Background: an optimization exercise with open tools, aiming at a short achievable clock period and few clock cycles. Do not read the settings as production practice. In this exercise RTL edits were held to simulation tests only and were not proved equivalent to the original. The clock input has no modelled driver; a real chip could not lean on it and would need a root buffer or a full tree. Power and IR drop assume default switching activity.

==> run a: inputs <==
// zoom_coproc
module zoom_coproc(
    input             clk,
    input             rst,
    input      [2:0]  INSTRUCTION,
    input      [7:0]  DATA_IN,
    input      [16:0] MEM_ADDR,
    input             SEL_MEM,
    input             ENABLE,
    output reg [7:0]  DATA_OUT,
    output reg        FLAG_DONE,
    output reg        FLAG_ERROR,
    output            FLAG_ZOOM_MAX,
    output            FLAG_ZOOM_MIN,
    output     [16:0] mem1_rdaddr,
    input      [7:0]  mem1_q,
    output     [16:0] mem1_wraddr,
    output     [7:0]  mem1_wdata,
    output            mem1_wren,
    output     [16:0] mem2_wraddr,
    output     [7:0]  mem2_wdata,
    output            mem2_wren,
    output     [16:0] mem3_rdaddr,
    input      [7:0]  mem3_q,
    output     [16:0] mem3_wraddr,
    output     [7:0]  mem3_wdata,
    output            mem3_wren
);
==> flow/config.mk <==
export PLATFORM = sky130hd
export DESIGN_NAME = zoom_coproc
export DESIGN_NICKNAME = zoom_coproc
export VERILOG_FILES = /design/flow/design.v
export SDC_FILE = /design/flow/constraint.sdc
export NUM_CORES = 4
export LEC_CHECK = 0
export ABC_CLOCK_PERIOD_IN_PS = 1800
export CAP_MARGIN = 20
export CORE_MARGIN = 2
export CORE_UTILIZATION = 55
export SETUP_SLACK_MARGIN = 4.2
export SLEW_MARGIN = 20
export TNS_END_PERCENT = 100
==> flow/constraint.sdc <==
create_clock -name core_clock -period 6.0 [get_ports {clk}]
set_input_delay 1.2000 -clock core_clock [delete_from_list [all_inputs] [get_ports {clk}]]
set_output_delay 1.2000 -clock core_clock [all_outputs]
set_load 0.01 [all_outputs]
standard.sh (not shown) runs the stock make flow with config.mk's settings and CLKGATE_MAP_FILE= SYNTH_SCRIPT=/design/flow/synth_recipe.tcl, a recipe that flattens the netlist after the stock synthesis.
==> flow/flow/run.sh <==
#!/bin/bash
# Own layout flow: the standard flow (standard.sh), except that the clock
# tree is built by flow/mcts.tcl instead of TritonCTS: the clock port drives 4
# clkbuf_16, each drives a group of leaf clkbuf_8, each leaf a compact,
# balanced cluster of at most 18 flip-flops (two buffer levels, small skew).
# Output-port buffers become buf_8 and the flip-flops driving them dfxtp_4.
# The rest of the CTS step (placement legalisation, timing repair) is ORFS's.
# Each step's full output goes to its own log file in this folder.
set -euo pipefail
W=$(pwd)
bash standard.sh synth > log_1_synth.txt 2>&1
bash standard.sh floorplan place > log_2_floorplan_place.txt 2>&1
rm -rf "$W/scripts_mcts"
cp -r "$FLOW_HOME/scripts" "$W/scripts_mcts"
python3 - "$W" > log_3_patch.txt 2>&1 <<'PY'
import sys
w = sys.argv[1]
p = w + '/scripts_mcts/cts.tcl'
s = open(p).read()
old = 'log_cmd clock_tree_synthesis {*}$cts_args'
assert old in s
s = s.replace(old, 'source %s/flow/mcts.tcl\n'
                   'mcts_build clk 18 4 sky130_fd_sc_hd__clkbuf_16 sky130_fd_sc_hd__clkbuf_8\n'
                   'mcts_upsize_outputs sky130_fd_sc_hd__buf_8\n'
                   'global_connect\n'
                   'set_propagated_clock [all_clocks]' % w)
open(p, 'w').write(s)
print('patched', p)
PY
SCRIPTS_DIR="$W/scripts_mcts" bash standard.sh cts > log_4_cts.txt 2>&1
bash standard.sh finish > log_5_finish.txt 2>&1
==> flow/flow/mcts.tcl <==
# Manual two-level clock tree: the clock port drives NL1 first-level
# clkbuf_16 buffers, each drives a group of leaf buffers, each leaf
# drives a compact cluster of flip-flop clock pins. Clusters are made by
# recursive median bisection of the sink positions, so they are balanced.

proc mcts_split {pts maxn} {
  # pts: list of {x y item}; returns list of clusters (lists of pts)
  if {[llength $pts] <= $maxn} { return [list $pts] }
  set xs {}; set ys {}
  foreach p $pts { lappend xs [lindex $p 0]; lappend ys [lindex $p 1] }
  set xr [expr {[tcl::mathfunc::max {*}$xs] - [tcl::mathfunc::min {*}$xs]}]
  set yr [expr {[tcl::mathfunc::max {*}$ys] - [tcl::mathfunc::min {*}$ys]}]
  set idx [expr {$xr >= $yr ? 0 : 1}]
  set s [lsort -real -index $idx $pts]
  set h [expr {[llength $s] / 2}]
  return [concat [mcts_split [lrange $s 0 [expr {$h - 1}]] $maxn] [mcts_split [lrange $s $h end] $maxn]]
}

proc mcts_split_n {pts n} {
  # split pts into n (power of two) balanced groups
  if {$n <= 1} { return [list $pts] }
  set xs {}; set ys {}
  foreach p $pts { lappend xs [lindex $p 0]; lappend ys [lindex $p 1] }
  set xr [expr {[tcl::mathfunc::max {*}$xs] - [tcl::mathfunc::min {*}$xs]}]
  set yr [expr {[tcl::mathfunc::max {*}$ys] - [tcl::mathfunc::min {*}$ys]}]
  set idx [expr {$xr >= $yr ? 0 : 1}]
  set s [lsort -real -index $idx $pts]
  set h [expr {[llength $s] / 2}]
  set m [expr {$n / 2}]
  return [concat [mcts_split_n [lrange $s 0 [expr {$h - 1}]] $m] [mcts_split_n [lrange $s $h end] $m]]
}

proc mcts_centroid {pts} {
  set sx 0.0; set sy 0.0
  foreach p $pts { set sx [expr {$sx + [lindex $p 0]}]; set sy [expr {$sy + [lindex $p 1]}] }
  set n [llength $pts]
  return [list [expr {int($sx / $n)}] [expr {int($sy / $n)}]]
}

proc mcts_build {clkport leafmax nl1 bufname {leafbuf ""}} {
  set db [ord::get_db]
  set block [ord::get_db_block]
  set master [$db findMaster $bufname]
  if {$leafbuf eq ""} { set leafbuf $bufname }
  set lmaster [$db findMaster $leafbuf]
  set bt [$block findBTerm $clkport]
  set clknet [$bt getNet]
  set pts {}
  foreach it [$clknet getITerms] {
    set inst [$it getInst]
    set bb [$inst getBBox]
    set x [expr {([$bb xMin] + [$bb xMax]) / 2}]
    set y [expr {([$bb yMin] + [$bb yMax]) / 2}]
    lappend pts [list $x $y $it]
  }
  set clusters [mcts_split $pts $leafmax]
  # round the number of leaves to a multiple of nl1 by grouping
  set leaves {}
  set li 0
  foreach c $clusters {
    set cen [mcts_centroid $c]
    set name "mcts_leaf_$li"
    set inst [odb::dbInst_create $block $lmaster $name]
    $inst setLocation [lindex $cen 0] [lindex $cen 1]
    $inst setPlacementStatus PLACED
    set net [odb::dbNet_create $block "mcts_leafnet_$li"]
    $net setSigType CLOCK
    [$inst findITerm X] connect $net
    foreach p $c {
      set it [lindex $p 2]
      $it disconnect
      $it connect $net
    }
    lappend leaves [list [lindex $cen 0] [lindex $cen 1] $inst]
    incr li
  }
  set groups [mcts_split_n $leaves $nl1]
  set gi 0
  foreach g $groups {
    set cen [mcts_centroid $g]
    set name "mcts_l1_$gi"
    set inst [odb::dbInst_create $block $master $name]
    $inst setLocation [lindex $cen 0] [lindex $cen 1]
    $inst setPlacementStatus PLACED
    set net [odb::dbNet_create $block "mcts_l1net_$gi"]
    $net setSigType CLOCK
    [$inst findITerm X] connect $net
    [$inst findITerm A] connect $clknet
    foreach p $g {
      [[lindex $p 2] findITerm A] connect $net
    }
    incr gi
  }
  $clknet setSigType CLOCK
  puts "MCTS leaves [llength $leaves] l1 [llength $groups] sinks [llength $pts]"
}

# Upsize each output port's buffer and the flip-flop that drives it: the
# paths to the outputs are the slowest in the design.
proc mcts_upsize_outputs {bufcell} {
  set block [ord::get_db_block]
  set n 0
  foreach bt [$block getBTerms] {
    if {[$bt getIoType] ne "OUTPUT"} { continue }
    set net [$bt getNet]
    foreach it [$net getITerms] {
      if {![$it isOutputSignal]} { continue }
      set buf [$it getInst]
      if {![regexp {^sky130_fd_sc_hd__(buf|clkbuf|clkdlybuf|dlygate|dlymetal)} [[$buf getMaster] getName]]} { continue }
      replace_cell [$buf getName] $bufcell
      incr n
      foreach bit [$buf getITerms] {
        if {![$bit isInputSignal]} { continue }
        set inet [$bit getNet]
        if {$inet eq "NULL"} { continue }
        foreach fit [$inet getITerms] {
          if {![$fit isOutputSignal]} { continue }
          set ff [$fit getInst]
          if {[regexp {^sky130_fd_sc_hd__dfxtp_[0-9]+$} [[$ff getMaster] getName]]} {
            replace_cell [$ff getName] sky130_fd_sc_hd__dfxtp_4
          }
        }
      }
    }
  }
  puts "MCTS upsized $n output buffers"
}
==> run b (differences from run a) <==
--- a/flow/flow/run.sh
+++ b/flow/flow/run.sh
@@ -2,7 +2,6 @@
 # Own layout flow: the standard flow (standard.sh), except that the clock
 # tree is built by flow/mcts.tcl instead of TritonCTS: the clock port drives 4
-# clkbuf_16, each drives a group of leaf clkbuf_8, each leaf a compact,
-# balanced cluster of at most 18 flip-flops (two buffer levels, small skew).
-# Output-port buffers become buf_8 and the flip-flops driving them dfxtp_4.
+# clkbuf_16, each drives a group of leaf clkbuf_16, each leaf a compact,
+# balanced cluster of about 27 flip-flops (two buffer levels, small skew).
 # The rest of the CTS step (placement legalisation, timing repair) is ORFS's.
 # Each step's full output goes to its own log file in this folder.
@@ -22,5 +21,4 @@
 s = s.replace(old, 'source %s/flow/mcts.tcl\n'
                    'mcts_build clk 18 4 sky130_fd_sc_hd__clkbuf_16 sky130_fd_sc_hd__clkbuf_8\n'
-                   'mcts_upsize_outputs sky130_fd_sc_hd__buf_8\n'
                    'global_connect\n'
                    'set_propagated_clock [all_clocks]' % w)
--- a/flow/flow/mcts.tcl
+++ b/flow/flow/mcts.tcl
@@ -1,4 +1,4 @@
 # Manual two-level clock tree: the clock port drives NL1 first-level
-# clkbuf_16 buffers, each drives a group of leaf buffers, each leaf
+# clkbuf_16 buffers, each drives a group of leaf clkbuf_16 buffers, each leaf
 # drives a compact cluster of flip-flop clock pins. Clusters are made by
 # recursive median bisection of the sink positions, so they are balanced.
@@ -95,33 +95,2 @@
   puts "MCTS leaves [llength $leaves] l1 [llength $groups] sinks [llength $pts]"
 }
-
-# Upsize each output port's buffer and the flip-flop that drives it: the
-# paths to the outputs are the slowest in the design.
-proc mcts_upsize_outputs {bufcell} {
-  set block [ord::get_db_block]
-  set n 0
-  foreach bt [$block getBTerms] {
-    if {[$bt getIoType] ne "OUTPUT"} { continue }
-    set net [$bt getNet]
-    foreach it [$net getITerms] {
-      if {![$it isOutputSignal]} { continue }
-      set buf [$it getInst]
-      if {![regexp {^sky130_fd_sc_hd__(buf|clkbuf|clkdlybuf|dlygate|dlymetal)} [[$buf getMaster] getName]]} { continue }
-      replace_cell [$buf getName] $bufcell
-      incr n
-      foreach bit [$buf getITerms] {
-        if {![$bit isInputSignal]} { continue }
-        set inet [$bit getNet]
-        if {$inet eq "NULL"} { continue }
-        foreach fit [$inet getITerms] {
-          if {![$fit isOutputSignal]} { continue }
-          set ff [$fit getInst]
-          if {[regexp {^sky130_fd_sc_hd__dfxtp_[0-9]+$} [[$ff getMaster] getName]]} {
-            replace_cell [$ff getName] sky130_fd_sc_hd__dfxtp_4
-          }
-        }
-      }
-    }
-  }
-  puts "MCTS upsized $n output buffers"
-}
==> summary of the runs <==
- Run b finished clean. Run a finished clean.
- In synthesized cell count, run b and run a do not differ.
- Sequential power is about the same in run a and run b.
- In area after synthesis, run a and run b do not differ.
- Clock power is about the same in run a and run b.
- In register-to-register slack, run a and run b hardly differ.
- Of run b and run a, run a has the higher clock skew (gap 0.00055 ns).
- In run b the first-iteration DRC count is smaller than in run a, by 7.7%.
- Sequential share of layout area: run a is lower than run b (1.5 points).
- Hold slack: run a is lower than run b (0.0037 ns).
- Total power is about the same in run a and run b.
Testbench counts of run a, summed over its fixed seeds: cycles 6,516,036.
Testbench counts of run b, summed over its fixed seeds: cycles 6,516,036.
No run of this note takes its clock network from TritonCTS; it comes from the design's own scripts or RTL.

==> afterwards: timing with drivers on the ports <==
How much do the figures lean on ideal ports? The routed layouts below were timed once more, with nothing changed but the port constraints.
Step 1: set_driving_cell puts a clkbuf_16 on clk and a buf_2 on each other input, an assumption about the parent block.
Step 2 times the ports against the registers' clock, not the clock port: input delays grow and output delays shrink by t, the midpoint of the rising clock arrivals with the driver on.
Three values: ideal ports, drivers, drivers and shift; two values: the first two.
| run | shift t [ns] | slack for setup (ns) | worst setup path at the end | latest minus earliest clock arrival (ns) | cell pins on the clock port's net |
|---|---|---|---|---|---|
| run a | 0.441 | 3.973 / 3.867 / 3.783 | input to register | 0.044 / 0.044 | 4 |
| run b | 0.442 | 3.998 / 3.892 / 3.767 | input to register | 0.045 / 0.044 | 4 |
After both steps setup and hold are still met in every run listed. For run b, which loses most, drivers alone change the setup slack by -0.106 ns; drivers and shift together by -0.231 ns.
